This is an optimization exercise on Yosys and OpenROAD, whose aim is small area, a short achievable clock period and few clock cycles, not a production implementation.
Where RTL was checked, it was by simulation tests only, not by an equivalence proof against the original.
Function not checked in runs 2 to 9: the RTL went through the layout flow alone.
Power figures rest on the tool's default switching activity, not on a simulated workload.

## design/flow/run.sh

```bash
#!/bin/bash
# synth_recipe.tcl (not shown) runs the flow's synth.tcl, then flattens the netlist and writes it again
# the make line also repeats each setting of config.mk as NAME=value (left out here)
make -C /OpenROAD-flow-scripts/flow DESIGN_CONFIG=/design/flow/config.mk WORK_HOME=/design/flow/orfs CLKGATE_MAP_FILE= SYNTH_SCRIPT=/design/flow/synth_recipe.tcl finish
```

## design/flow/config.mk

```make
export PLATFORM = sky130hd
export DESIGN_NAME = fsm
export DESIGN_NICKNAME = fsm
export VERILOG_FILES = /design/flow/design.v
export SDC_FILE = /design/flow/constraint.sdc
export NUM_CORES = 4
export LEC_CHECK = 0
export CAP_MARGIN = 20
export CORE_MARGIN = 2
export CORE_UTILIZATION = 40
export SLEW_MARGIN = 20
```

## design/flow/constraint.sdc

```tcl
create_clock -name core_clock -period 5.0 [get_ports {clk}]
set_input_delay 1.0000 -clock core_clock [delete_from_list [all_inputs] [get_ports {clk}]]
set_output_delay 1.0000 -clock core_clock [all_outputs]
set_load 0.01 [all_outputs]
```

## design/flow/design.v

```verilog
module fsm(
    input [15:0] dataIn,
    input R_I,
    input reset,
    input clk,
    output reg REG_ERROR,
    output [15:0] dataOut,
    output reg R_O
);
parameter S0 = 0,
          S1 = 1,
          S2 = 2,
          S3 = 3,
          S4 = 4,
          S5 = 5,
          S6 = 6;
reg [3:0] state;
reg [15:0] REG_IN, REG_RES;
reg [16:0] REG_TMP;
reg REG_SIGN;
integer i, j, point;
always@(posedge clk) begin
    if (reset) begin
        state     <= S0;
        R_O       <= 0;
        REG_ERROR <= 0;
    end
    else begin
        case(state)
            S0: begin
                R_O       <= 0;
                REG_IN    <= 0;
                REG_RES   <= 0;
                REG_TMP   <= 0;
                REG_SIGN  <= 0;
                REG_ERROR <= 0;
                state <= S1;
            end
            S1: begin
                if (R_I) begin
                    REG_IN <= dataIn;
                    state <= S2;
                end
            end
            S2: begin
                REG_SIGN = REG_IN[15];
                REG_TMP  <= REG_IN;
                if (REG_SIGN)
                    state <= S3;
                else
                    state <= S4;
            end
            S3: begin
                REG_TMP     = ~REG_TMP;
                REG_TMP[16] = 0;
                REG_TMP     = REG_TMP + 1;
                state <= S4;
            end
            S4: begin
                if (REG_TMP > 2048)
                    state <= S5;
                else
                    state <= S6;
            end
            S5: begin
                REG_ERROR <= 1;
                state <= S0;
            end
            S6: begin
                if (REG_IN == 0) begin
                    REG_RES <= 0;
                end
                else begin
                    point = 0;
                    for (i = 0; i < 12; i = i + 1) begin
                        if (REG_TMP[i] == 1)
                            point = i;
                        else
                            point = point;
                    end
                    REG_RES[15] <= REG_SIGN;
                    REG_RES[14:10] <= 15 + point;
                    case(point)
                        0:  for (j = 0; j < 0; j = j + 1)  REG_RES[9-j] <= REG_TMP[point-j-1];
                        1:  for (j = 0; j < 1; j = j + 1)  REG_RES[9-j] <= REG_TMP[point-j-1];
                        2:  for (j = 0; j < 2; j = j + 1)  REG_RES[9-j] <= REG_TMP[point-j-1];
                        3:  for (j = 0; j < 3; j = j + 1)  REG_RES[9-j] <= REG_TMP[point-j-1];
                        4:  for (j = 0; j < 4; j = j + 1)  REG_RES[9-j] <= REG_TMP[point-j-1];
                        5:  for (j = 0; j < 5; j = j + 1)  REG_RES[9-j] <= REG_TMP[point-j-1];
                        6:  for (j = 0; j < 6; j = j + 1)  REG_RES[9-j] <= REG_TMP[point-j-1];
                        7:  for (j = 0; j < 7; j = j + 1)  REG_RES[9-j] <= REG_TMP[point-j-1];
                        8:  for (j = 0; j < 8; j = j + 1)  REG_RES[9-j] <= REG_TMP[point-j-1];
                        9:  for (j = 0; j < 9; j = j + 1)  REG_RES[9-j] <= REG_TMP[point-j-1];
                        10: for (j = 0; j < 10; j = j + 1) REG_RES[9-j] <= REG_TMP[point-j-1];
                    endcase
                end
                R_O <= 1;
                state <= S0;
            end
        endcase
    end
end
assign dataOut = REG_RES;
endmodule
```

==> results.cfg, run 1 <==
[pwr]
irDropWorstVdd_v = 0.000137
p_per_area_nw_per_um2 = 292
p_leak_nw = 1.57

[yosys]
async_reset_ff_share_pct = 0
syn-cell-area_sq_um = 3880
synthTopCellsByArea = edfxtp_1 39%, ha_1 6.1%, mux4_2 5.2%
synth_top_area_share_pct = 38.6
synth-edff-count = 50
yosys.area.top_type = edfxtp_1
ys.flop_type = edfxtp_1
synth_cell_types = 62
postSynthCellCount = 371
synth.net_count = 409
synth.avg_cell_area_sq_um = 10.5
synth-seq-cells = 55
ys_warn_count = 1
ys_seq_area_share_pct = 41.2

[sta]
post-route-min-period_ns = 4.00
report.final.slew_viol_count = 0
max_slew.worst_pin.slew_ns = 0.890
finalCritPeriodShare_pct = 80.0
rsz0062_at_grt = false
fmax_mhz = 250
setup_tns_ns = 0
skew_ns = 0.00939
finalSetupViolCount = 0
hold_viol_final = 0
slew-limit-headroom_pct = 40.7

[placed_design]
gp_congestion = 0.944
dpl.cell_count = 512
port_buffers = 36
hpwl_um = 6470

[final_layout]
nFillCells = 863
nets = 428
layout_commonest_cell = edfxtp_1
stdcell_count = 520
register_area_sq_um = 1600
final_core_util_pct = 47.4
layout-drive-gt1-share_pct = 11.0
layout_common_cells = 50 x edfxtp_1, 36 x clkdlybuf4s50_1, 26 x nor2_1
area_growth_pct = 13.8
multiInputGateArea_sq_um = 2090
diodes = 0

[clock_tree]
cts_hold_buf = 0
clk_pin_slew_ns = 0.11
cts_tree = built
h-tree-depth = 2
cts_buffer_depth = 2
post-cts-setup-buffers = 0
cts-buffers-inserted = 5
cts_resized = 0
cts.sinks = 55
clk-insertion-delay-late_ns = 0.32
cts_root_buf = clkbuf_8

[route]
routed_via_density = 5.64
antenna_left = 0
first_pass_iters = 6
wl_per_cell_um = 16.6
route.detailed.drc = 0
drt-total-wl_um = 8610
dr_total_vias = 2931
drt_iter0_drc = 212

[floorplan]
initial_core_util_pct = 41.6
die_area_sq_um = 10500
num_rows = 35
die_h_um = 103
io_pins = 37
core_sq_um = 9330
die_w_um = 103

[job]
maxCapViolCount = 0

[setup_path]
crit_arrival_ns = 4.10
r2r_setup_slack_ns = 1.00
critPathRequiredTime_ns = 5.10
startpoint_type = register
r2r-end = REG_RES[9]
worstSetupEndpointType = register
cp_max_fo = 16
regToRegStartpoint = REG_TMP[2]
r2r_cells = 10
path_class = register to register

[grt]
busiest_layer = met2
use_met1_pct = 22.3
grt_max_degree = 21
met3_usage_pct = 2.85
grt_pass1_vias = 2763
track_usage_pct = 17.4
met2_usage_pct = 29.9
grt_overflow = 0
antenna_found_initial = 0
grt_pass1_wl_um = 14200

[worst_hold_path]
worstHoldPathType = register to register
min_from = R_O
holdPathStages = 2
hold_path_end = R_O

[run_status]
status = no timing/DRC/antenna violations
## state kept, by name (all words and copies together), names as in the netlist
register	cells
REG_ERROR	1
REG_IN	16
REG_RES	16
REG_SIGN	1
REG_TMP	17
R_O	1
state	3
## where the power goes
group	switching (mW)	leakage (nW)	internal [mW]
combinational	0.225	0.989	0.189
sequential	0.0452	0.530	0.553
clock	0.174	0.0515	0.106
## worst max-delay path, cell delays in order, from the launching register on
cell and delay [ns]:
edfxtp_1 0.51, nand2b_1 0.21, a221o_1 0.33, a21oi_2 0.72
inv_2 0.31, ha_1 0.41, or3_1 0.42, a21oi_1 0.25
a21oi_1 0.14, a31o_2 0.26, a31o_2 0.22
## metal layers
metal	part of all wire [%]	routed length, um	vias up
li1	-	-	1440
met1	45	3900	1382
met2	48	4170	97
met3	4.1	351	12
met4	2.1	183	0
met5	0	0	-
## per-stage QoR
step | setup WS (ns) | power, mW | area (sq um) | hold WS (ns)
after detailed placement | 1.04 | 1.02 | 4310 | 0.477
after floorplan | 0.757 | 0.907 | 3880 | 0.508
after global placement | 1.15 | 1.02 | 4310 | 0.480
after CTS | 1.02 | 1.30 | 4410 | 0.499
after global routing | 0.654 | 1.36 | 4420 | 0.530
final | 1.00 | 1.29 | 4420 | 0.500
## Yosys cell counts (3+ instances only)
cell type,count
a2111oi_0,4
nor2_1,27
a21oi_1,23
nand2_1,20
and2_1,17
o31ai_1,3
nand2b_1,4
mux4_2,9
nor2b_1,6
mux2i_1,11
a32o_1,4
dfxtp_1,5
or2_2,4
a22o_1,11
xnor2_1,9
nor4_1,6
a211oi_1,8
nor3_1,7
o21ai_0,13
ha_1,19
and3_1,4
xor2_1,7
clkbuf_1,19
nand3_1,8
a31o_2,5
or4_1,3
or3_1,5
o211ai_1,3
edfxtp_1,50
inv_1,13
buf_2,4
## logic make-up after synthesis
kind of cell	after synthesis	synth area share [%]
AOI/OAI and AO/OA	93	17.1
xor gates and xnor gates	17	4.32
adders and majority gates	19	6.12
buffers and inverters	43	5.41
DFF	55	41.2
muxes	23	8.92
and+or+nand+nor	121	16.9
## how the worst max path moves through the flow
stage                          start    endpoint  cells past startpoint
after global placement    REG_TMP[2]  REG_RES[9]                     10
final                     REG_TMP[2]  REG_RES[9]                     10
after floorplan                reset   REG_IN[0]                      2
after CTS                 REG_TMP[2]  REG_RES[8]                     10
after global routing      REG_TMP[2]  REG_RES[1]                      9
after detailed placement  REG_TMP[2]  REG_RES[8]                     10
## area by class of cell
class	instances	share of cell area (%)
clock buffers	5	1.56
clock inverters	3	0.764
inverters	17	2.01
multi-input cells	273	47.3
flip-flops and latches	55	36.2
well taps	129	3.65
repair buffers	38	8.49
Testbench counts, summed over its fixed seeds: cycles 65,941.
==> run 2: changes to the inputs <==
==> design/flow/design.v (replaced) <==
module fsm(
    input [15:0] dataIn,
    input R_I,
    input reset,
    input clk,
    output reg REG_ERROR,
    output [15:0] dataOut,
    output reg R_O
);
reg        sgn;
reg [11:0] mag;
wire busy = R_O | REG_ERROR;
wire s    = dataIn[15];
wire [11:0] x = dataIn[11:0];
wire err  = s ? ~&dataIn[14:11]
              : (|dataIn[14:12] | (x[11] & |x[10:0]));
wire [11:0] lo;
assign lo[0] = 1'b0;
genvar g;
generate
    for (g = 1; g < 12; g = g + 1) begin : pre
        assign lo[g] = lo[g-1] | x[g-1];
    end
endgenerate
wire [11:0] m = x ^ ({12{s}} & lo);
always @(posedge clk) begin
    sgn <= s;
    mag <= m;
    if (reset) begin
        R_O       <= 1'b0;
        REG_ERROR <= 1'b0;
    end else begin
        R_O       <= R_I & ~busy & ~err;
        REG_ERROR <= R_I & ~busy & err;
    end
end
wire        z8 = ~|mag[11:4];
wire [11:0] t8 = z8 ? {mag[3:0], 8'd0} : mag;
wire        z4 = ~|t8[11:8];
wire [11:0] t4 = z4 ? {t8[7:0], 4'd0} : t8;
wire        z2 = ~|t4[11:10];
wire [11:0] t2 = z2 ? {t4[9:0], 2'd0} : t4;
wire        z1 = ~t2[11];
wire [11:0] t1 = z1 ? {t2[10:0], 1'b0} : t2;
wire [3:0]  lz = {z8, z4, z2, z1};    
wire [4:0] e = 5'd26 - {1'b0, lz};
assign dataOut[15]    = sgn;
assign dataOut[14:10] = (&lz) ? 5'd0 : e;
assign dataOut[9:0]   = t1[10:1];
endmodule
==> design/flow/flow/run.sh (new file) <==
#!/bin/bash
# Standard ORFS layout, with plain buf_1 cells as the port buffers.
set -euo pipefail
export BUFFER_PORTS_ARGS="-buffer_cell sky130_fd_sc_hd__buf_1"
bash standard.sh finish > standard_flow.log 2>&1
==> design/flow/standard.sh (new file) <==
#!/bin/bash
# synth_recipe.tcl (not shown) runs the flow's synth.tcl, then flattens the netlist and writes it again
# the make line also repeats each setting of config.mk as NAME=value (left out here)
make -C /OpenROAD-flow-scripts/flow DESIGN_CONFIG=/design/flow/config.mk WORK_HOME=/design/flow/orfs CLKGATE_MAP_FILE= SYNTH_SCRIPT=/design/flow/synth_recipe.tcl "${@:-finish}"
--- a/design/flow/config.mk
+++ b/design/flow/config.mk
@@ -5,6 +5,7 @@
 export SDC_FILE = /design/flow/constraint.sdc
 export NUM_CORES = 4
 export LEC_CHECK = 0
+export ABC_AREA = 1
 export CAP_MARGIN = 20
 export CORE_MARGIN = 2
 export CORE_UTILIZATION = 40
removed: design/flow/run.sh
==> run 2 against run 1 <==
- non-clock buffer count shrank 2
- first-iteration DRC count shrank 93%
- core utilization grew 0.22 points
- hold slack gained 0.052 ns
==> results.cfg, run 2 <==
[sta]
rsz0062_at_grt = false
report.final.slew_viol_count = 0
fmax_mhz = 302
slew-limit-headroom_pct = 73.2
finalSetupViolCount = 0
worst_slack_ns = 1.69
setup_tns_ns = 0
post-route-min-period_ns = 3.31
skew_ns = 0.0000230
finalCritPeriodShare_pct = 66.1
hold_viol_final = 0
max_slew.worst_pin.slew_ns = 0.402

[placed_design]
hpwl_um = 2040
pre_cts_ws_ns = 1.98
port_buffers = 36
gp_congestion = 0.924

[final_layout]
area_growth_pct = 14.8
diodes = 0
layout_commonest_cell = nand2_1
nets = 233
largest_register_ffs = 12
nFillCells = 305
layout_common_cells = 56 x nand2_1, 36 x buf_1, 17 x nor2_1, 17 x inv_1, 15 x dfxtp_1
layout-drive-gt1-share_pct = 10.3
final_core_util_pct = 47.6
top_register = mag

[yosys]
synth-seq-cells = 15
yosysMostFrequentCell = nand2_1
synth-edff-count = 0
async_reset_ff_share_pct = 0
synth_top_area_share_pct = 26.5
yosys.area.top_type = dfxtp_1
ys_seq_area_share_pct = 26.5
synth.net_count = 196
postSynthCellCount = 177
ys.flop_type = dfxtp_1
ys_warn_count = 1
synth_cell_types = 30
ys_top_cells_by_count = 56 x nand2_1, 17 x inv_1, 17 x nor2_1
synth.avg_cell_area_sq_um = 6.40
synthTopCellsByArea = dfxtp_1 26%, nand2_1 19%, inv_1 5.6%
syn-cell-area_sq_um = 1130

[clock_tree]
cts_resized = 0
post-cts-setup-buffers = 0
cts_tree = built
cts_root_buf = clkbuf_4
clk_pin_slew_ns = 0.08
clk-insertion-delay-late_ns = 0.27
cts.sinks = 15
cts-buffers-inserted = 3
cts_buffer_depth = 2
cts_hold_buf = 0
h-tree-depth = 1

[grt]
track_usage_pct = 15.1
grt_max_degree = 14
grt_pass1_wl_um = 4040
grt_pass1_vias = 1048
grt_overflow = 0
antenna_found_initial = 0

[setup_path]
cp_max_fo = 12
path_class = register to primary output
worstSetupEndpointType = primary output
r2r_setup_slack_ns = 4.32
critPathRequiredTime_ns = 4.00
r2r_cells = 3
regToRegStartpoint = REG_ERROR
r2r-end = R_O
startpoint = mag[6]
startpoint_type = register
crit_arrival_ns = 2.31

[route]
route.detailed.drc = 0
dr_total_vias = 1172
wl_per_cell_um = 9.33
drt_iter0_drc = 15
drt-total-wl_um = 2280
routed_via_density = 4.80
first_pass_iters = 4
antenna_left = 0

[run_status]
status = no timing/DRC/antenna violations

[pwr]
irDropWorstVdd_v = 0.000165
p_per_area_nw_per_um2 = 267
p_leak_nw = 0.604

[floorplan]
initial_core_util_pct = 41.5
core_sq_um = 2730
io_pins = 37
die_w_um = 57.2
die_h_um = 57.2
die_area_sq_um = 3280
num_rows = 19

[job]
maxCapViolCount = 0

[worst_hold_path]
min_from = R_O
holdPathStages = 3
worstHoldPathType = register to register
hold_path_end = REG_ERROR
-- run 2: changes by cell type after synthesis, moves of 17 or more --
cell,delta
ha_1,-19
clkbuf_1,-18
a21oi_1,-19
edfxtp_1,-50
nand2_1,+36
and2_1,-17
-- run 2: cells by family after synthesis --
kind of cell	share of synthesized area (%)
xor gates and xnor gates	8.50
AOI/OAI and AO/OA	16.1
buffers and inverters	9.82
and+or+nand+nor	39.1
DFF	26.5
-- run 2: stage by stage --
stage,instance area [sq um],power (mW),hold WS (ns),cells
6_report,1300,0.347,0.552,244
5_1_grt,1300,0.379,0.616,244
4_1_cts,1300,0.353,0.561,244
3_5_place_dp,1270,0.289,0.549,240
3_3_place_gp,1270,0.286,0.524,240
2_1_floorplan,1130,0.251,0.581,177
-- run 2: routing by layer --
| metal | GRT usage, % | part of all wire [%] | vias to the layer above |
|---|---|---|---|
| met3 | 2.27 | 4.7 | 10 |
| met4 | 7.64 | 3.0 | 0 |
| met1 | 16.2 | 40 | 503 |
| met2 | 28.4 | 52 | 30 |
| met5 | 0 | 0 | - |
| li1 | - | - | 629 |
-- run 2: how the worst max path moves through the flow --
stage,depth (start not counted),slack [ns],endpoint
after floorplan,13,2.40,dataOut[13]
after global placement,14,2.01,dataOut[13]
after detailed placement,14,1.98,dataOut[13]
after CTS,14,1.67,dataOut[13]
after global routing,14,1.43,dataOut[13]
final,14,1.69,dataOut[13]
-- run 2: final cells by class --
cell class / instances / area (sq um) / share of cell area (%)
Multi-Input combinational cell: 138 / 722 / 55.5
Timing Repair Buffer: 36 / 135 / 10.4
Inverter: 20 / 77.6 / 5.96
Clock inverter: 1 / 5.00 / 0.385
Tap cell: 31 / 38.8 / 2.98
Sequential cell: 15 / 300 / 23.1
Clock buffer: 3 / 22.5 / 1.73
-- run 2: critical path, stage by stage (launching register included) --
cell and delay (ns):
dfxtp_1 0.35, nor2_1 0.14, nand2_2 0.08, nor2_4 0.16, nand2_1 0.07, nand2_1 0.09
nor2_2 0.06, nand3_1 0.09, nand2_2 0.11, nor2_4 0.28, nand2_1 0.14, nand2_1 0.10
nand2_1 0.09, a21oi_2 0.12, buf_1 0.15
-- run 2: report_power, final --
part           leakage (nW)  switching [mW]  internal, mW
logic                 0.460          0.0936        0.0519
clock network        0.0177          0.0334        0.0296
registers             0.126         0.00776         0.131
==> run 3: changes to the inputs <==
--- a/design/flow/config.mk
+++ b/design/flow/config.mk
@@ -5,7 +5,6 @@
 export SDC_FILE = /design/flow/constraint.sdc
 export NUM_CORES = 4
 export LEC_CHECK = 0
-export ABC_AREA = 1
 export CAP_MARGIN = 20
 export CORE_MARGIN = 2
 export CORE_UTILIZATION = 40
==> run 3 against run 2 <==
- clock-buffer cell count increased by 1
- clock power fell by 2%
- sequential cell count unchanged
- synthesized cell count shrank 25%
- first-iteration DRC count increased by 110%
- largest power group is now registers
==> results.cfg, run 3 <==
[pwr]
p_leak_nw = 0.431
p_per_area_nw_per_um2 = 270
irDropWorstVdd_v = 0.000160

[sta]
hold_slack_ns = 0.560
max_slew.worst_pin.slew_ns = 0.632
slew-limit-headroom_pct = 57.5
report.final.slew_viol_count = 0
worst_slack_ns = 1.39
fmax_mhz = 277
skew_ns = 0.0000277
post-route-min-period_ns = 3.61
finalSetupViolCount = 0
setup_tns_ns = 0
hold_viol_final = 0
finalCritPeriodShare_pct = 72.1
rsz0062_at_grt = false

[clock_tree]
post-cts-setup-buffers = 0
cts_resized = 0
h-tree-depth = 1
cts_hold_buf = 0
cts_root_buf = clkbuf_4
cts.sinks = 15
cts-buffers-inserted = 3
cts_tree = built
clk-insertion-delay-late_ns = 0.26
cts_buffer_depth = 2
clk_pin_slew_ns = 0.07

[setup_path]
startpoint_type = register
cp_max_fo = 11
critPathRequiredTime_ns = 4.00
r2r_cells = 2
path_class = register to primary output
worstSetupEndpointType = primary output
crit_arrival_ns = 2.61

[final_layout]
area_growth_pct = 15.1
stdcell_count = 196
layout_commonest_cell = buf_1
final_core_util_pct = 47.1
layout_common_cells = 36 x buf_1, 15 x dfxtp_1, 12 x mux2i_1
top_register = mag
layout-drive-gt1-share_pct = 6.67
nets = 185
largest_register_ffs = 12
diodes = 0

[yosys]
synth_top_area_share_pct = 27.3
syn-cell-area_sq_um = 1100
postSynthCellCount = 132
ys_seq_area_share_pct = 27.3
async_reset_ff_share_pct = 0
synth.net_count = 151
synth.avg_cell_area_sq_um = 8.32
synth_cell_types = 39
yosysMostFrequentCell = dfxtp_1
yosys.area.top_type = dfxtp_1
ys.flop_type = dfxtp_1
synth-edff-count = 0
ys_top_cells_by_count = 15 x dfxtp_1, 12 x mux2i_1, 11 x xnor2_1
synth-seq-cells = 15
ys_warn_count = 1
synthTopCellsByArea = dfxtp_1 27%, mux2i_1 11%, xnor2_1 8.8%

[route]
dr_total_vias = 1112
first_pass_iters = 4
met2_length_um = 1340
wl_per_cell_um = 13.1
antenna_left = 0
drt_iter0_drc = 31
routed.top_layer = met3
dr_wl_met3_um = 143
m1WireLength_um = 1090
routed_via_density = 5.67
route.detailed.drc = 0
drt-total-wl_um = 2570

[floorplan]
die_w_um = 56.4
initial_core_util_pct = 40.9
num_rows = 19
die_h_um = 56.4
die_area_sq_um = 3180
io_pins = 37
core_sq_um = 2690

[grt]
grt_max_degree = 15
antenna_found_initial = 0
grt_pass1_vias = 1067
grt_pass1_wl_um = 4490
track_usage_pct = 17.3
grt_overflow = 0

[placed_design]
hpwl_um = 2090
pre_cts_ws_ns = 1.72
gp_congestion = 0.879
port_buffers = 36
dpl.cell_count = 192

[worst_hold_path]
holdPathStages = 2
worstHoldPathType = register to register

[run_status]
status = no timing/DRC/antenna violations

[job]
maxCapViolCount = 0
==> run 3: layer usage <==
layer,GRT usage [%],vias to the layer above
met5,0,-
met1,21.6,512
li1,-,560
met3,3.00,0
met2,30.3,40
met4,4.76,0
==> run 3: cell type report <==
class / count / area [sq um]
Fill cell: 294 / 1420
Sequential cell: 15 / 300
Timing Repair Buffer: 36 / 135
Tap cell: 31 / 38.8
Clock buffer: 4 / 26.3
Multi-Input combinational cell: 110 / 764
==> run 3: final timing paths <==
kind,start,end,slack (ns)
max,mag[8],dataOut[1],1.39
max reg2reg,REG_ERROR,R_O,4.17
min,R_O,R_O,0.56
min reg2reg,R_O,R_O,0.56
==> run 3: through the flow <==
| stage | area [sq um] | total power [mW] |
|---|---|---|
| after floorplan | 1100 | 0.243 |
| after global placement | 1240 | 0.283 |
| after detailed placement | 1240 | 0.283 |
| after CTS | 1260 | 0.346 |
| after global routing | 1260 | 0.368 |
| final | 1260 | 0.342 |
==> run 3: kinds of logic after synthesis <==
group           synth area share (%)
mux                             10.9
xor+xnor                        9.57
simple gates                    23.0
flops                           27.3
buf+inv                         3.07
compound gates                  26.1
==> run 3: report_power, final <==
group | switching (mW) | internal, mW | leakage [nW] | total [mW]
sequential | 0.0204 | 0.131 | 0.126 | 0.151
combinational | 0.0727 | 0.0567 | 0.290 | 0.129
clock | 0.0306 | 0.0308 | 0.0150 | 0.0614
==> run 3: critical path, cell delays in order (launching register included) <==
cell	delay, ns
dfxtp_1	0.40
or4_1	0.76
o21bai_1	0.41
a21bo_2	0.37
mux2i_1	0.24
buf_1	0.17
==> run 4: changes to the inputs <==
--- a/design/flow/config.mk
+++ b/design/flow/config.mk
@@ -8,4 +8,5 @@
 export CAP_MARGIN = 20
 export CORE_MARGIN = 2
 export CORE_UTILIZATION = 40
+export SETUP_SLACK_MARGIN = 1
 export SLEW_MARGIN = 20
==> run 4 against run 3 <==
- highest routed layer unchanged
- critical path type unchanged
- area after synthesis did not move
- setup slack stayed put
- clock skew did not move
- sequential cell count did not move
- clock power hardly changed
- largest cell class unchanged
- core utilization did not move
- sequential share of layout area unchanged
- die area did not move
- global-route usage is the same
- power unchanged
- cell area did not move
- critical path depth did not move
- still clean
==> results.cfg, run 4 <==
[yosys]
syn-cell-area_sq_um = 1100
ys_warn_count = 1
yosysMostFrequentCell = dfxtp_1
ys_top_cells_by_count = 15 x dfxtp_1, 12 x mux2i_1, 11 x xnor2_1
synth_top_area_share_pct = 27.3
ys.flop_type = dfxtp_1
postSynthCellCount = 132
synth-seq-cells = 15
synthTopCellsByArea = dfxtp_1 27%, mux2i_1 11%, xnor2_1 8.8%
async_reset_ff_share_pct = 0
synth_cell_types = 39
synth-edff-count = 0
ys_seq_area_share_pct = 27.3
synth.avg_cell_area_sq_um = 8.32
synth.net_count = 151
yosys.area.top_type = dfxtp_1

[route]
first_pass_iters = 4
routed_via_density = 5.67
drt-total-wl_um = 2570
dr_total_vias = 1112
wl_per_cell_um = 13.1
route.detailed.drc = 0
drt_iter0_drc = 31
antenna_left = 0

[worst_hold_path]
min_from = R_O
hold_path_end = R_O
worstHoldPathType = register to register
holdPathStages = 2

[sta]
skew_ns = 0.0000277
setup_tns_ns = 0
hold_slack_ns = 0.560
finalCritPeriodShare_pct = 72.1
hold_viol_final = 0
post-route-min-period_ns = 3.61
finalSetupViolCount = 0
slew-limit-headroom_pct = 57.5
max_slew.worst_pin.slew_ns = 0.632
rsz0062_at_grt = false
fmax_mhz = 277
report.final.slew_viol_count = 0

[grt]
track_usage_pct = 17.3
grt_pass1_wl_um = 4490
grt_max_degree = 15
grt_overflow = 0
antenna_found_initial = 0
grt_pass1_vias = 1067

[pwr]
irDropWorstVdd_v = 0.000160
switching_share_pct = 36.1
pwr-share-comb_pct = 37.8
finalPower_uw = 342
intPower_uw = 218
p_per_area_nw_per_um2 = 270
p_leak_nw = 0.431
p_seq_share_pct = 44.2
switchingPower_uw = 124
clock_power_share_pct = 17.9

[final_layout]
largest_register_ffs = 12
final_area_sq_um = 1260
multiInputGateArea_sq_um = 764
top_register = mag
nets = 185
diodes = 0
layout_commonest_cell = buf_1
register_area_sq_um = 300
nFillCells = 294
area_growth_pct = 15.1
layout-drive-gt1-share_pct = 6.67
final_core_util_pct = 47.1
layout_common_cells = 36 x buf_1, 15 x dfxtp_1, 12 x mux2i_1

[run_status]
status = no timing/DRC/antenna violations

[clock_tree]
cts_resized = 0
clk_pin_slew_ns = 0.07
h-tree-depth = 1
post-cts-setup-buffers = 0
clk-insertion-delay-late_ns = 0.26
cts_hold_buf = 0
cts.sinks = 15
cts_buffer_depth = 2
cts-buffers-inserted = 3
cts_root_buf = clkbuf_4
cts_tree = built

[setup_path]
r2r_setup_slack_ns = 4.17
path_class = register to primary output
regToRegStartpoint = REG_ERROR
critPathSlowestCell = or4_1
slowest_delay_ns = 0.76
critPathRequiredTime_ns = 4.00
crit_arrival_ns = 2.61
cp_top_family = compound AO/OA/AOI/OAI gates
path_buf_inv = 1
startpoint = mag[8]
startpoint_type = register
path_cells = or4_1, o21bai_1, a21bo_2, mux2i_1, buf_1
worstSetupEndpointType = primary output
r2r-end = R_O
cp_max_fo = 11
r2r_cells = 2

[floorplan]
die_h_um = 56.4
num_rows = 19
initial_core_util_pct = 40.9
die_w_um = 56.4
io_pins = 37
die_area_sq_um = 3180
core_sq_um = 2690

[placed_design]
port_buffers = 36
place_area_sq_um = 1240
gp_congestion = 0.879
hpwl_um = 2090

[job]
maxCapViolCount = 0
run 4: metrics by stage:
step	setup slack, ns	cells
after floorplan	2.03	132
after global placement	1.72	192
after detailed placement	1.72	192
after CTS	1.40	196
after global routing	1.22	196
final	1.39	196
run 4: worst max-delay path by stage:
stage / endpoint / cells after the start
5_1_grt: dataOut[7] / 5
4_1_cts: dataOut[7] / 5
6_report: dataOut[1] / 5
3_3_place_gp: dataOut[6] / 5
2_1_floorplan: dataOut[13] / 6
3_5_place_dp: dataOut[7] / 5
run 4: kinds of logic (layout without fill, tap and decap cells):
logic type                count (synthesis)  count (layout)  share of synthesized area (%)
and+or+nand+nor                          44              44                           23.0
muxes                                    12              12                           10.9
buffers and inverters                     7              40                           3.07
xor gates and xnor gates                 12              12                           9.57
DFF                                      15              15                           27.3
AOI/OAI and AO/OA                        42              42                           26.1
run 4: tightest hold or removal path: cells and delay by family (launching register included):
family           cells  cell delay (ns)
DFF                  1             0.33
and+or+nand+nor      2             0.18
run 4: area by class of cell:
type                       instances  area share (%)
timing repair buffer              36            10.7
clock buffer                       4            2.08
tap                               31            3.07
multi-input combinational        110            60.4
sequential                        15            23.7
run 4: power groups by stage:
stage / clock (mW) / sequential [mW] / combinational (mW)
final: 0.0614 / 0.151 / 0.129
after global routing: 0.0698 / 0.153 / 0.145
after CTS: 0.0652 / 0.150 / 0.131
after detailed placement: 0 / 0.153 / 0.130
after global placement: 0 / 0.154 / 0.129
after floorplan: 0 / 0.144 / 0.0986
run 4: per-layer routing:
metal  global-route usage [%]  wire [um]
met3                     3.00        143
met1                     21.6       1090
met5                        0          0
met4                     4.76          0
met2                     30.3       1340
==> run 5: changes to the inputs <==
--- a/design/flow/config.mk
+++ b/design/flow/config.mk
@@ -8,5 +8,5 @@
 export CAP_MARGIN = 20
 export CORE_MARGIN = 2
 export CORE_UTILIZATION = 40
-export SETUP_SLACK_MARGIN = 1
+export SETUP_SLACK_MARGIN = 2
 export SLEW_MARGIN = 20
==> run 5 against run 4 <==
- clock skew about the same
- sequential share of layout area decreased by 1.6 points
- wire length rose by 14%
- largest power group is now combinational logic
- critical path type unchanged
- highest routed layer is now met4
- cell area increased by 15%
- setup slack better by 0.56 ns
- first-iteration DRC count increased by 23%
- power rose by 10%
- clock-buffer cell count unchanged
- non-clock buffer count rose by 5
- cell count increased by 3.6%
==> results.cfg, run 5 <==
[run_status]
status = no timing/DRC/antenna violations

[final_layout]
area_growth_pct = 32.2
final_area_sq_um = 1450
diodes = 0
layout_commonest_cell = buf_1
nets = 192
stdcell_count = 203
layout-drive-gt1-share_pct = 29.1
largest_register_ffs = 12
layout_common_cells = 27 x buf_1, 12 x mux2i_1, 11 x xnor2_1
top_register = mag

[yosys]
synth_cell_types = 39
ys_top_cells_by_count = 15 x dfxtp_1, 12 x mux2i_1, 11 x xnor2_1
synth.avg_cell_area_sq_um = 8.32
ys.flop_type = dfxtp_1
synthTopCellsByArea = dfxtp_1 27%, mux2i_1 11%, xnor2_1 8.8%
synth_top_area_share_pct = 27.3
syn-cell-area_sq_um = 1100
synth-edff-count = 0
synth-seq-cells = 15
yosys.area.top_type = dfxtp_1
postSynthCellCount = 132
async_reset_ff_share_pct = 0
ys_seq_area_share_pct = 27.3
synth.net_count = 151
ys_warn_count = 1
yosysMostFrequentCell = dfxtp_1

[pwr]
intPower_uw = 239
switching_share_pct = 36.6
clock_power_share_pct = 16.3
p_per_area_nw_per_um2 = 259
p_seq_share_pct = 41.5
finalPower_uw = 376
p_leak_nw = 0.507
irDropWorstVdd_v = 0.000159
pwr-share-comb_pct = 42.2
switchingPower_uw = 138

[grt]
grt_pass1_wl_um = 4910
grt_overflow = 0
grt_max_degree = 15
antenna_found_initial = 0
track_usage_pct = 19.1
grt_pass1_vias = 1133

[sta]
setup_tns_ns = 0
max_slew.worst_pin.slew_ns = 0.533
finalCritPeriodShare_pct = 61.0
report.final.slew_viol_count = 0
hold_viol_final = 0
skew_ns = 0.0000277
fmax_mhz = 328
slew-limit-headroom_pct = 64.5
post-route-min-period_ns = 3.05
finalSetupViolCount = 0
worst_slack_ns = 1.95
rsz0062_at_grt = true

[floorplan]
die_h_um = 56.4
core_sq_um = 2690
die_area_sq_um = 3180
initial_core_util_pct = 40.9
io_pins = 37
die_w_um = 56.4
num_rows = 19

[route]
route.detailed.drc = 0
dr_total_vias = 1176
drt-total-wl_um = 2940
first_pass_iters = 4
routed_via_density = 5.79
antenna_left = 0
wl_per_cell_um = 14.5
drt_iter0_drc = 38

[setup_path]
critPathSlowestCell = or4_4
worstSetupEndpointType = primary output
r2r_setup_slack_ns = 4.17
startpoint_type = register
critPathRequiredTime_ns = 4.00
r2r_cells = 2
path_cells = or4_4, o21bai_4, a21bo_4, mux2i_1, buf_2
r2r-end = R_O
cp_max_fo = 5
path_class = register to primary output
regToRegStartpoint = REG_ERROR
slowest_delay_ns = 0.60
crit_arrival_ns = 2.05

[placed_design]
pre_cts_ws_ns = 1.72
hpwl_um = 2090
port_buffers = 36
place_area_sq_um = 1240
dpl.cell_count = 192
gp_congestion = 0.879

[worst_hold_path]
hold_path_end = R_O
worstHoldPathType = register to register
holdPathStages = 2
min_from = R_O

[clock_tree]
cts.sinks = 15
clk-insertion-delay-late_ns = 0.26
h-tree-depth = 1
cts_root_buf = clkbuf_4
cts_tree = built
cts_hold_buf = 0
cts-buffers-inserted = 3
clk_pin_slew_ns = 0.07
cts_buffer_depth = 2

[job]
maxCapViolCount = 0
[run 5: through the flow]
| step | utilization, % | hold WS (ns) |
|---|---|---|
| after detailed placement | 46.1 | 0.554 |
| after floorplan | - | 0.586 |
| final | 54.1 | 0.560 |
| after CTS | 51.5 | 0.566 |
| after global routing | 54.1 | 0.589 |
| after global placement | 46.1 | 0.530 |
[run 5: routing by layer]
layer,vias to the layer above,part of all wire (%),track usage (%)
met5,-,0,0
met4,0,1.3,6.80
met3,7,6.5,3.23
met2,46,53,33.6
met1,543,40,23.2
li1,580,-,-
[run 5: area by class of cell]
type,instances,area [sq um]
clock buffer,4,26.3
sequential,15,322
tap,31,38.8
fill,274,1230
timing repair buffer,41,188
multi-input combinational,112,878
[run 5: what timing repair did]
action                     in CTS  in global routing
pin swaps                       4                  2
gates resized for setup        29                 23
setup endpoints to repair      13                 12
gates cloned                    2                  0
buffers inserted                2                  3
[run 5: worst max path at each step]
stage,to,slack [ns],cells after the start,start
2_1_floorplan,dataOut[13],2.03,6,mag[7]
3_3_place_gp,dataOut[6],1.72,5,mag[8]
3_5_place_dp,dataOut[7],1.72,5,mag[8]
4_1_cts,dataOut[9],1.96,6,mag[8]
5_1_grt,dataOut[7],1.88,5,mag[11]
6_report,dataOut[7],1.95,5,mag[11]
[run 5: power by group through the flow]
| stage | Clock (mW) | Combinational, mW | Sequential (mW) |
|---|---|---|---|
| 6_report | 0.0613 | 0.159 | 0.156 |
| 5_1_grt | 0.0698 | 0.174 | 0.158 |
| 2_1_floorplan | 0 | 0.0986 | 0.144 |
| 3_5_place_dp | 0 | 0.130 | 0.153 |
| 3_3_place_gp | 0 | 0.129 | 0.154 |
| 4_1_cts | 0.0651 | 0.147 | 0.154 |
[run 5: worst max-delay path, delay by kind of cell, from the launching register on]
family                 cells  cell delay [ns]
AOI/OAI and AO/OA          2             0.46
buffers and inverters      1             0.15
DFF                        1             0.37
muxes                      1             0.21
and+or+nand+nor            1             0.60
[run 5: cell families after synthesis]
| family | synth area share (%) |
|---|---|
| buffers and inverters | 3.07 |
| AO/OA/AOI/OAI | 26.1 |
| AND/OR/NAND/NOR | 23.0 |
| XOR/XNOR | 9.57 |
| multiplexers | 10.9 |
| flip-flops | 27.3 |
==> run 6: changes to the inputs <==
==> design/flow/design.v (replaced) <==
module fsm(
    input [15:0] dataIn,
    input R_I,
    input reset,
    input clk,
    output reg REG_ERROR,
    output [15:0] dataOut,
    output reg R_O
);
reg        sgn, q8, q4;
reg [11:0] r4;
wire busy = R_O | REG_ERROR;
wire s    = dataIn[15];
wire [11:0] x = dataIn[11:0];
wire err  = s ? ~&dataIn[14:11]
              : (|dataIn[14:12] | (x[11] & |x[10:0]));
wire [11:0] lo;
assign lo[0] = 1'b0;
genvar g;
generate
    for (g = 1; g < 12; g = g + 1) begin : pre
        assign lo[g] = lo[g-1] | x[g-1];
    end
endgenerate
wire [11:0] m = x ^ ({12{s}} & lo);
wire        z8 = ~|m[11:4];
wire [11:0] t8 = z8 ? {m[3:0], 8'd0} : m;
wire        z4 = ~|t8[11:8];
wire [11:0] t4 = z4 ? {t8[7:0], 4'd0} : t8;
always @(posedge clk) begin
    sgn <= s;
    q8  <= z8;
    q4  <= z4;
    r4  <= t4;
    if (reset) begin
        R_O       <= 1'b0;
        REG_ERROR <= 1'b0;
    end else begin
        R_O       <= R_I & ~busy & ~err;
        REG_ERROR <= R_I & ~busy & err;
    end
end
wire        z2 = ~|r4[11:10];
wire [11:0] t2 = z2 ? {r4[9:0], 2'd0} : r4;
wire        z1 = ~t2[11];
wire [11:0] t1 = z1 ? {t2[10:0], 1'b0} : t2;
wire [3:0]  lz = {q8, q4, z2, z1};
wire [4:0]  e  = 5'd26 - {1'b0, lz};
assign dataOut = {sgn, (&lz) ? 5'd0 : e, t1[10:1]};
endmodule
--- a/design/flow/config.mk
+++ b/design/flow/config.mk
@@ -8,5 +8,4 @@
 export CAP_MARGIN = 20
 export CORE_MARGIN = 2
 export CORE_UTILIZATION = 40
-export SETUP_SLACK_MARGIN = 2
 export SLEW_MARGIN = 20
==> run 6 against run 5 <==
- register-to-register slack got worse by 0.34 ns
- cell area decreased by 6.9%
- combinational power shrank 23%
- critical path type unchanged
- non-clock buffer count down 5
- setup slack got worse by 0.25 ns
- largest cell class unchanged
- clock skew hardly changed
- sequential cell count rose by 2
- hold slack got worse by 0.037 ns
- first-iteration DRC count rose to 2.9 times the previous value
- sequential power up 4%
==> results.cfg, run 6 <==
[run_status]
status = no timing/DRC/antenna violations

[yosys]
synth_top_family_by_area = compound AO/OA/AOI/OAI gates
synth_cell_types = 41
synth-simple-area-share_pct = 21.0
async_reset_ff_share_pct = 0
ys_seq_area_share_pct = 28.3
synth-edff-count = 0
ys.flop_type = dfxtp_1
yosys.area.top_type = dfxtp_1
synth-adder-area-share_pct = 0
synth.avg_cell_area_sq_um = 8.40
synth_xor_area_share_pct = 9.48
yosysMostFrequentCell = dfxtp_1
synthTopCellsByArea = dfxtp_1 28%, mux2i_1 8.3%, xor2_1 5.1%
synth.net_count = 162
synth_compound_area_share_pct = 22.8
ys_warn_count = 1
synth_mux_area_share_pct = 12.7
postSynthCellCount = 143
syn-cell-area_sq_um = 1200
ys_top_cells_by_count = 17 x dfxtp_1, 13 x nand2_1, 12 x o21ai_0
synth_top_area_share_pct = 28.3
synth-seq-cells = 17

[worst_hold_path]
min_from = R_O
holdPathStages = 2
worstHoldPathType = register to register
hold_path_end = R_O

[floorplan]
num_rows = 19
die_area_sq_um = 3460
die_w_um = 58.8
initial_core_util_pct = 42.8
core_sq_um = 2810
die_h_um = 58.8
io_pins = 37

[sta]
report.final.slew_viol_count = 0
max_slew.worst_pin.slew_ns = 0.667
finalSetupViolCount = 0
setup_tns_ns = 0
finalCritPeriodShare_pct = 66.0
fmax_mhz = 303
post-route-min-period_ns = 3.30
rsz0062_at_grt = false
slew-limit-headroom_pct = 55.5
skew_ns = 0.0000624
hold_viol_final = 0

[clock_tree]
cts_hold_buf = 0
clk-insertion-delay-late_ns = 0.29
cts_tree = built
cts_resized = 0
h-tree-depth = 1
post-cts-setup-buffers = 0
cts.sinks = 17
cts_buffer_depth = 2
cts-buffers-inserted = 3
clk_pin_slew_ns = 0.09
cts_root_buf = clkbuf_4

[pwr]
irDropWorstVdd_v = 0.000106
p_leak_nw = 0.519
p_per_area_nw_per_um2 = 263

[placed_design]
port_buffers = 36
hpwl_um = 2200
dpl.cell_count = 202
gp_congestion = 0.816

[setup_path]
r2r-end = REG_ERROR
critPathSlowestCell = a21oi_1
path_class = register to primary output
critPathRequiredTime_ns = 4.00
crit_arrival_ns = 2.30
slowest_delay_ns = 0.55
cp_top_family = compound AO/OA/AOI/OAI gates
worstSetupEndpointType = primary output
r2r_setup_slack_ns = 3.83
r2r_cells = 2
path_buf_inv = 2
startpoint_type = register
regToRegStartpoint = REG_ERROR
cp_max_fo = 10
path_cells = inv_1, a21oi_1, mux2_2, mux2i_1, o21ai_0, buf_1

[route]
first_pass_iters = 21
wl_per_cell_um = 12.9
antenna_left = 0
dr_total_vias = 1155
routed_via_density = 5.61
drt-total-wl_um = 2670
route.detailed.drc = 0
drt_iter0_drc = 111

[grt]
grt_pass1_vias = 1040
grt_max_degree = 18
grt_overflow = 0
track_usage_pct = 17.1
grt_pass1_wl_um = 4510
antenna_found_initial = 0

[final_layout]
top_register = r4
diodes = 0
area_growth_pct = 12.6
nets = 195
layout-drive-gt1-share_pct = 9.14
stdcell_count = 206
largest_register_ffs = 12
layout_commonest_cell = buf_1
layout_common_cells = 36 x buf_1, 17 x dfxtp_1, 13 x nand2_1

[job]
maxCapViolCount = 0
==> run 6: how the worst max path moves through the flow <==
stage	depth (start not counted)	end	start
final	6	dataOut[7]	r4[10]
after global routing	6	dataOut[6]	r4[10]
after CTS	6	dataOut[7]	r4[10]
after detailed placement	7	r4[6]	dataIn[0]
after global placement	7	r4[6]	dataIn[0]
after floorplan	8	r4[6]	dataIn[0]
==> run 6: logic make-up after synthesis <==
logic type,count (synthesis)
compound gates,39
xor+xnor,13
buf+inv,12
flops,17
mux,14
simple gates,48
==> run 6: area by class of cell <==
class                      instances  area (sq um)
fill                             302          1450
sequential                        17           340
inverter                           4          17.5
clock inverter                     1          5.00
clock buffer                       3          22.5
timing repair buffer              36           135
tap                               31          38.8
multi-input combinational        114           793
==> run 6: power by group <==
part           internal (mW)  total [mW]  switching, mW  leakage, nW
Sequential             0.149       0.163         0.0146        0.142
Clock                 0.0297      0.0697         0.0400       0.0177
Combinational         0.0525       0.123         0.0705        0.359
Total                  0.231       0.356          0.125        0.519
==> run 6: through the flow <==
stage                     utilization, %  hold slack (ns)  cell area, sq um  power (mW)  setup slack [ns]
after detailed placement            47.2            0.513              1330       0.290              1.98
after global routing                48.2            0.556              1350       0.385              1.44
final                               48.2            0.522              1350       0.356              1.70
after global placement              47.2            0.504              1330       0.286              2.01
after CTS                           48.2            0.528              1350       0.360              1.69
after floorplan                        -            0.572              1200       0.251              2.09
==> run 6: routing by layer <==
metal,GRT usage (%),wire (um)
met5,0,0
met4,9.09,42
met3,1.76,101
met2,29.5,1360
met1,20.6,1160
==> run 6: worst register-to-register path, cell delays in order, from the launching register on <==
cell and delay (ns):
dfxtp_1 0.32, or4b_2 0.67, nor2b_1 0.12
==> run 7: changes to the inputs <==
--- a/design/flow/config.mk
+++ b/design/flow/config.mk
@@ -5,6 +5,7 @@
 export SDC_FILE = /design/flow/constraint.sdc
 export NUM_CORES = 4
 export LEC_CHECK = 0
+export ABC_AREA = 1
 export CAP_MARGIN = 20
 export CORE_MARGIN = 2
 export CORE_UTILIZATION = 40
==> run 7 against run 6 <==
- cell count up 37%
- via count up 8.3%
- still clean on timing, DRC and antenna
- die area up 4.6%
- global-route usage down 2.4 points
- critical path type unchanged
- clock power down 2%
==> results.cfg, run 7 <==
[run_status]
status = no timing/DRC/antenna violations

[route]
drt-total-wl_um = 2420
wl_per_cell_um = 8.58
drt_iter0_drc = 29
route.detailed.drc = 0
dr_total_vias = 1251
antenna_left = 0
routed_via_density = 4.44
first_pass_iters = 4

[yosys]
syn-cell-area_sq_um = 1260
ys_warn_count = 1
async_reset_ff_share_pct = 0
postSynthCellCount = 206
synth.avg_cell_area_sq_um = 6.12
yosysMostFrequentCell = nand2_1
ys_seq_area_share_pct = 27.0
synth-seq-cells = 17
synth.net_count = 225
ys.flop_type = dfxtp_1
synth_cell_types = 30
synth-edff-count = 0
synthTopCellsByArea = dfxtp_1 27%, nand2_1 18%, inv_1 9.5%
ys_top_cells_by_count = 62 x nand2_1, 32 x inv_1, 22 x nand3_1
synth_top_area_share_pct = 27.0
yosys.area.top_type = dfxtp_1

[sta]
max_slew.worst_pin.slew_ns = 0.881
rsz0062_at_grt = false
finalSetupViolCount = 0
setup_tns_ns = 0
finalCritPeriodShare_pct = 61.6
fmax_mhz = 325
post-route-min-period_ns = 3.08
worst_slack_ns = 1.92
hold_viol_final = 0
slew-limit-headroom_pct = 41.1
report.final.slew_viol_count = 0
skew_ns = 0.0000581

[final_layout]
area_growth_pct = 13.0
nets = 258
nFillCells = 348
layout_common_cells = 62 x nand2_1, 36 x buf_1, 32 x inv_1
top_register = r4
final_core_util_pct = 47.0
diodes = 0
layout-drive-gt1-share_pct = 5.88
stdcell_count = 282
layout_commonest_cell = nand2_1
largest_register_ffs = 12

[pwr]
finalPower_uw = 329
p_leak_nw = 0.699
p_per_area_nw_per_um2 = 231
irDropWorstVdd_v = 0.0000741

[setup_path]
path_class = register to primary output
cp_max_fo = 12
crit_arrival_ns = 2.08
critPathRequiredTime_ns = 4.00
worstSetupEndpointType = primary output
startpoint_type = register

[clock_tree]
h-tree-depth = 1
cts_resized = 0
cts_buffer_depth = 2
post-cts-setup-buffers = 0
clk-insertion-delay-late_ns = 0.28
cts-buffers-inserted = 3
cts.sinks = 17
cts_root_buf = clkbuf_4
cts_tree = built
clk_pin_slew_ns = 0.08
cts_hold_buf = 0

[floorplan]
die_w_um = 60.1
die_area_sq_um = 3620
die_h_um = 60.1
core_sq_um = 3030
num_rows = 20
io_pins = 37
initial_core_util_pct = 41.6

[grt]
grt_pass1_vias = 999
track_usage_pct = 14.6
grt_max_degree = 21
antenna_found_initial = 0
grt_overflow = 0
grt_pass1_wl_um = 4060

[placed_design]
dpl.cell_count = 278
gp_congestion = 0.786
hpwl_um = 2060
pre_cts_ws_ns = 1.86
port_buffers = 36

[job]
maxCapViolCount = 0

[worst_hold_path]
worstHoldPathType = register to register
## run 7: changes by cell type in the layout (fill, tap and decap cells not counted), moves of 3 or more
cell | before | now
inv_1 | 3 | 32
nor2_1 | 11 | 14
xnor2_1 | 6 | 1
nand2_1 | 13 | 62
and3_1 | 5 | 0
mux2i_1 | 10 | 7
a21oi_1 | 8 | 4
xor2_1 | 7 | 3
a221o_1 | 3 | 0
nand3_1 | 1 | 22
nor2_2 | 0 | 7
## run 7: per-stage QoR
step	hold slack (ns)	cell area (sq um)
6_report	0.550	1420
5_1_grt	0.601	1420
3_5_place_dp	0.544	1400
3_3_place_gp	0.542	1400
4_1_cts	0.557	1420
2_1_floorplan	0.578	1260
## run 7: worst max-delay path: stages (launching register included)
cell     delay, ns
dfxtp_1       0.34
nor2_1        0.69
nand2_1       0.24
a21oi_1       0.19
inv_1         0.06
a21oi_1       0.11
buf_1         0.16
## run 7: path summary, 6_finish.rpt
kind,from,to,slack [ns],cells past startpoint
worst max-delay path,r4[11],dataOut[13],1.92,6
worst min register to register,R_O,REG_ERROR,0.55,3
worst min-delay path,R_O,REG_ERROR,0.55,3
worst max register to register,REG_ERROR,REG_ERROR,4.33,3
## run 7: logic make-up after synthesis
family                    count (synthesis)  share of synthesized area [%]
DFF                                      17                           27.0
buffers and inverters                    41                           14.0
and+or+nand+nor                         113                           38.9
AOI/OAI and AO/OA                        24                           11.7
muxes                                     7                           5.56
xor gates and xnor gates                  4                           2.78
## run 7: metal layers
metal  wire length [um]  track usage (%)
met2               1120             24.7
met4                 57             7.62
met5                  0                0
met1               1170             18.6
met3                 65            0.649
## run 7: final cells by class
class	instances	area, sq um	share of cell area [%]
sequential	17	340	23.9
inverter	33	124	8.70
tap	44	55.1	3.87
multi-input combinational	148	743	52.2
timing repair buffer	36	135	9.49
clock buffer	4	26.3	1.85
## run 7: power by group
group / internal (mW) / switching [mW]
sequential: 0.147 / 0.00615
clock: 0.0310 / 0.0370
combinational: 0.0389 / 0.0693
==> run 8: changes to the inputs <==
--- a/design/flow/config.mk
+++ b/design/flow/config.mk
@@ -9,4 +9,5 @@
 export CAP_MARGIN = 20
 export CORE_MARGIN = 2
 export CORE_UTILIZATION = 40
+export SETUP_SLACK_MARGIN = 1.5
 export SLEW_MARGIN = 20
==> run 8 against run 7 <==
- register-to-register slack is essentially flat
- combinational power is essentially flat
- sequential cell count is the same
==> results.cfg, run 8 <==
[final_layout]
layout-drive-gt1-share_pct = 5.88
area_growth_pct = 13.0
layout_common_cells = 62 x nand2_1, 36 x buf_1, 32 x inv_1
top_register = r4
final_core_util_pct = 47.0
diodes = 0
nets = 258
multiInputGateArea_sq_um = 743
layout_commonest_cell = nand2_1
register_area_sq_um = 340
largest_register_ffs = 12
nFillCells = 348

[pwr]
pwr-share-comb_pct = 32.9
switchingPower_uw = 112
p_per_area_nw_per_um2 = 231
p_leak_nw = 0.699
switching_share_pct = 34.2
clock_power_share_pct = 20.7
intPower_uw = 217
p_seq_share_pct = 46.4
irDropWorstVdd_v = 0.0000741

[route]
drt-total-wl_um = 2420
antenna_left = 0
wl_per_cell_um = 8.58
drt_iter0_drc = 29
routed_via_density = 4.44
first_pass_iters = 4
dr_total_vias = 1251
route.detailed.drc = 0

[placed_design]
port_buffers = 36
gp_congestion = 0.786
hpwl_um = 2060
pre_cts_ws_ns = 1.86

[setup_path]
critPathRequiredTime_ns = 4.00
slowest_delay_ns = 0.69
regToRegStartpoint = REG_ERROR
path_class = register to primary output
cp_top_family = simple AND/OR/NAND/NOR gates
critPathSlowestCell = nor2_1
r2r_cells = 3
r2r-end = REG_ERROR
startpoint_type = register
crit_arrival_ns = 2.08
cp-endpoint = dataOut[13]
crit_cells = 6
startpoint = r4[11]
path_cells = nor2_1, nand2_1, a21oi_1, inv_1, a21oi_1, buf_1
path_buf_inv = 2
cp_max_fo = 12
cp_common_cell = a21oi_1
r2r_setup_slack_ns = 4.33
worstSetupEndpointType = primary output

[yosys]
ys_seq_area_share_pct = 27.0
yosysMostFrequentCell = nand2_1
synth_cell_types = 30
async_reset_ff_share_pct = 0
yosys.area.top_type = dfxtp_1
ys.flop_type = dfxtp_1
synth.avg_cell_area_sq_um = 6.12
synth-edff-count = 0
synth-seq-cells = 17
synth_top_area_share_pct = 27.0
postSynthCellCount = 206
ys_warn_count = 1
synth.net_count = 225
synthTopCellsByArea = dfxtp_1 27%, nand2_1 18%, inv_1 9.5%
syn-cell-area_sq_um = 1260
ys_top_cells_by_count = 62 x nand2_1, 32 x inv_1, 22 x nand3_1

[sta]
rsz0062_at_grt = false
slew-limit-headroom_pct = 41.1
skew_ns = 0.0000581
setup_tns_ns = 0
finalSetupViolCount = 0
post-route-min-period_ns = 3.08
fmax_mhz = 325
finalCritPeriodShare_pct = 61.6
hold_viol_final = 0
report.final.slew_viol_count = 0
worst_slack_ns = 1.92
max_slew.worst_pin.slew_ns = 0.881

[floorplan]
core_sq_um = 3030
initial_core_util_pct = 41.6
die_w_um = 60.1
io_pins = 37
die_h_um = 60.1
num_rows = 20
die_area_sq_um = 3620

[worst_hold_path]
worstHoldPathType = register to register

[grt]
grt_pass1_vias = 999
antenna_found_initial = 0
track_usage_pct = 14.6
grt_max_degree = 21
grt_overflow = 0
grt_pass1_wl_um = 4060

[clock_tree]
post-cts-setup-buffers = 0
cts.sinks = 17
cts_tree = built
cts_resized = 0
clk-insertion-delay-late_ns = 0.28
cts_root_buf = clkbuf_4
cts-buffers-inserted = 3
h-tree-depth = 1
cts_hold_buf = 0
clk_pin_slew_ns = 0.08
cts_buffer_depth = 2

[job]
maxCapViolCount = 0

[run_status]
status = no timing/DRC/antenna violations
[run 8: cell families (layout without fill, tap and decap cells)]
kind of cell / after synthesis / after routing / synth area share, %
AO/OA/AOI/OAI: 24 / 24 / 11.7
XOR/XNOR: 4 / 4 / 2.78
buffers and inverters: 41 / 73 / 14.0
flip-flops: 17 / 17 / 27.0
multiplexers: 7 / 7 / 5.56
AND/OR/NAND/NOR: 113 / 113 / 38.9
[run 8: layer usage]
metal | GRT usage (%) | vias up | part of all wire [%]
li1 | - | 712 | -
met1 | 18.6 | 507 | 49
met2 | 24.7 | 27 | 46
met3 | 0.649 | 5 | 2.7
met4 | 7.62 | 0 | 2.4
met5 | 0 | - | 0
[run 8: cell type report]
class                      count  share of cell area [%]
tap                           44                    3.87
timing repair buffer          36                    9.49
clock buffer                   4                    1.85
multi-input combinational    148                    52.2
sequential                    17                    23.9
inverter                      33                    8.70
[run 8: stage by stage]
step / hold slack (ns) / total power, mW / cells / area [sq um]
floorplan: 0.578 / 0.236 / 206 / 1260
global placement: 0.542 / 0.264 / 278 / 1400
detailed placement: 0.544 / 0.265 / 278 / 1400
CTS: 0.557 / 0.333 / 282 / 1420
global route: 0.601 / 0.357 / 282 / 1420
finish: 0.550 / 0.329 / 282 / 1420
[run 8: how the worst min path moves through the flow]
stage / start / end / depth (start not counted)
floorplan: R_O / REG_ERROR / 3
CTS: R_O / REG_ERROR / 3
finish: R_O / REG_ERROR / 3
detailed placement: R_O / REG_ERROR / 3
global placement: R_O / REG_ERROR / 3
global route: R_O / R_O / 3
[run 8: worst register-to-register path: stages (launching register included)]
cell      delay [ns]
dfxtp_1         0.31
nor2_1          0.10
nand3b_1        0.10
nor2_1          0.10
[run 8: power by group through the flow]
| stage | clock network (mW) | registers [mW] | logic, mW |
|---|---|---|---|
| 2_1_floorplan | 0 | 0.155 | 0.0810 |
| 3_3_place_gp | 0 | 0.156 | 0.108 |
| 3_5_place_dp | 0 | 0.156 | 0.109 |
| 4_1_cts | 0.0709 | 0.153 | 0.109 |
| 5_1_grt | 0.0767 | 0.154 | 0.126 |
| 6_report | 0.0681 | 0.153 | 0.108 |
==> run 9: changes to the inputs <==
--- a/design/flow/config.mk
+++ b/design/flow/config.mk
@@ -9,5 +9,5 @@
 export CAP_MARGIN = 20
 export CORE_MARGIN = 2
 export CORE_UTILIZATION = 40
-export SETUP_SLACK_MARGIN = 1.5
+export SETUP_SLACK_MARGIN = 2.5
 export SLEW_MARGIN = 20
==> run 9 against run 8 <==
- sequential cell count stayed put
- combinational power is 29% higher
- first-iteration DRC count is 34% higher
- setup slack better by 0.63 ns
- clock power is 1% higher
- largest cell class unchanged
- power is 11% higher
- via count is 7.9% higher
- non-clock buffer count is 13 higher
- cell area is 19% higher
- highest routed layer unchanged
- clock skew hardly changed
- still clean
==> results.cfg, run 9 <==
[run_status]
status = no timing/DRC/antenna violations

[grt]
grt_max_degree = 21
antenna_found_initial = 0
track_usage_pct = 15.5
grt_pass1_vias = 1066
grt_pass1_wl_um = 4290
grt_overflow = 0

[route]
route.detailed.drc = 0
drt_iter0_drc = 39
wl_per_cell_um = 9.55
routed_via_density = 4.56
drt-total-wl_um = 2830
antenna_left = 0
first_pass_iters = 4
dr_total_vias = 1350

[placed_design]
port_buffers = 36
gp_congestion = 0.786
hpwl_um = 2060

[job]
maxCapViolCount = 0

[floorplan]
num_rows = 20
core_sq_um = 3030
die_area_sq_um = 3620
die_w_um = 60.1
die_h_um = 60.1
io_pins = 37
initial_core_util_pct = 41.6

[sta]
rsz0062_at_grt = true
fmax_mhz = 409
finalCritPeriodShare_pct = 48.9
report.final.slew_viol_count = 0
max_slew.worst_pin.slew_ns = 0.330
hold_viol_final = 0
skew_ns = 0.0000581
finalSetupViolCount = 0
hold_slack_ns = 0.550
setup_tns_ns = 0
slew-limit-headroom_pct = 78.0
post-route-min-period_ns = 2.45

[yosys]
yosys.area.top_type = dfxtp_1
ys_warn_count = 1
ys.flop_type = dfxtp_1
synth_top_area_share_pct = 27.0
synth-seq-cells = 17
ys_top_cells_by_count = 62 x nand2_1, 32 x inv_1, 22 x nand3_1
yosysMostFrequentCell = nand2_1
syn-cell-area_sq_um = 1260
ys_seq_area_share_pct = 27.0
synth.avg_cell_area_sq_um = 6.12
synthTopCellsByArea = dfxtp_1 27%, nand2_1 18%, inv_1 9.5%
synth.net_count = 225
synth-edff-count = 0
async_reset_ff_share_pct = 0
synth_cell_types = 30
postSynthCellCount = 206

[clock_tree]
h-tree-depth = 1
cts.sinks = 17
cts-buffers-inserted = 3
cts_buffer_depth = 2
clk-insertion-delay-late_ns = 0.29
cts_root_buf = clkbuf_4
cts_hold_buf = 0
cts_tree = built
clk_pin_slew_ns = 0.08

[final_layout]
nets = 272
layout-drive-gt1-share_pct = 25.0
layout_common_cells = 47 x nand2_1, 31 x inv_1, 26 x buf_1
diodes = 0
final_core_util_pct = 55.8
largest_register_ffs = 12
top_register = r4
layout_commonest_cell = nand2_1
area_growth_pct = 34.1

[worst_hold_path]
worstHoldPathType = register to register
holdPathStages = 3

[setup_path]
crit_arrival_ns = 1.45
path_class = register to primary output
critPathRequiredTime_ns = 4.00
worstSetupEndpointType = primary output
startpoint_type = register
r2r_cells = 3
cp_max_fo = 5

[pwr]
p_leak_nw = 0.830
irDropWorstVdd_v = 0.0000764
p_per_area_nw_per_um2 = 216
[run 9: cell counts after synthesis]
Identical to the previous run, type by type.
[run 9: per-stage QoR]
stage / setup WS (ns) / area, sq um / total power [mW] / std cells
final: 2.55 / 1690 / 0.365 / 296
after detailed placement: 1.86 / 1400 / 0.265 / 278
after global placement: 1.93 / 1400 / 0.264 / 278
after floorplan: 2.60 / 1260 / 0.236 / 206
after global routing: 2.46 / 1690 / 0.392 / 296
after CTS: 2.50 / 1490 / 0.343 / 287
[run 9: layout make-up]
type	instances	area (sq um)
Multi-Input combinational cell	149	883
Inverter	33	124
Tap cell	44	55.1
Timing Repair Buffer	49	253
Sequential cell	17	348
Fill cell	325	1340
Clock buffer	4	26.3
[run 9: routing by layer]
| metal | routed length, um | GRT usage [%] | share of wire [%] | vias to the layer above |
|---|---|---|---|---|
| met5 | 0 | 0 | 0 | - |
| met4 | 98 | 9.21 | 3.5 | 0 |
| met3 | 89 | 0.649 | 3.1 | 9 |
| met2 | 1440 | 26.1 | 51 | 37 |
| met1 | 1200 | 19.3 | 43 | 563 |
| li1 | - | - | - | 741 |
[run 9: worst max-delay path, stage by stage, from the launching register on]
cell	delay (ns)
dfxtp_4	0.39
nor2_4	0.19
buf_6	0.13
mux2i_2	0.21
o21ai_0	0.10
clkbuf_2	0.13
[run 9: path summary, 6_finish.rpt]
path,from,slack [ns],to
setup / recovery,r4[11],2.55,dataOut[3]
setup reg to reg,REG_ERROR,4.33,REG_ERROR
hold reg to reg,R_O,0.55,REG_ERROR
hold / removal,R_O,0.55,REG_ERROR
[run 9: cells by family (layout without fill, tap and decap cells)]
group | after synthesis | count (layout) | synth area share, %
simple gates | 113 | 114 | 38.9
buf+inv | 41 | 86 | 14.0
compound gates | 24 | 24 | 11.7
flops | 17 | 17 | 27.0
mux | 7 | 7 | 5.56
xor+xnor | 4 | 4 | 2.78
[run 9: where the power goes]
group | total [mW] | leakage (nW) | internal (mW) | switching, mW
clock | 0.0691 | 0.0150 | 0.0311 | 0.0380
sequential | 0.157 | 0.143 | 0.147 | 0.00994
combinational | 0.139 | 0.672 | 0.0579 | 0.0810
[run 9: what timing repair did]
item | in CTS | in global routing
gates cloned | 1 | 0
pin swaps | 2 | 11
setup endpoints to repair | 27 | 23
hold endpoints to repair | 0 | 0
gates resized for setup | 9 | 46
buffers inserted | 4 | 9

[what the ideal ports hide]
The results above use ideal ports. As a check the final layouts listed here were re-extracted and re-timed, cells and wires unchanged.
Step 1 sets driving cells, clkbuf_16 on the clock port and buf_2 on the other inputs (assumed; they add their load-dependent delay and slew).
Step 2 moves the port delays by t, midway between the first and last clock arrival at a register: inputs arrive t later, outputs are due t later. That takes back most of the time a late clock gives input paths.
Slacks: ideal / step 1 / step 2; pairs: ideal / step 1.
run	shift t [ns]	setup WS [ns]	worst setup path after step 2	worst slew at a driven data input, ns	pins driven straight from the clock port
run 1	0.344	1.001 / 1.001 / 1.001	register to register	0.03	1
run 2	0.285	1.693 / 1.674 / 1.959	register to output	0.03	1
run 3	0.280	1.393 / 1.375 / 1.654	register to output	0.03	1
run 4	0.280	1.393 / 1.375 / 1.654	register to output	0.03	1
run 5	0.279	1.951 / 1.933 / 2.183	input to register	0.03	1
run 6	0.305	1.699 / 1.677 / 1.963	input to register	0.03	1
run 7	0.303	1.920 / 1.900 / 1.817	input to register	0.03	1
run 8	0.303	1.920 / 1.900 / 1.817	input to register	0.03	1
run 9	0.307	2.554 / 2.534 / 2.312	input to register	0.03	1
After both steps setup and hold are still met in every run listed. For run 9, which loses most, drivers alone change the setup slack by -0.020 ns; drivers and shift together by -0.242 ns.
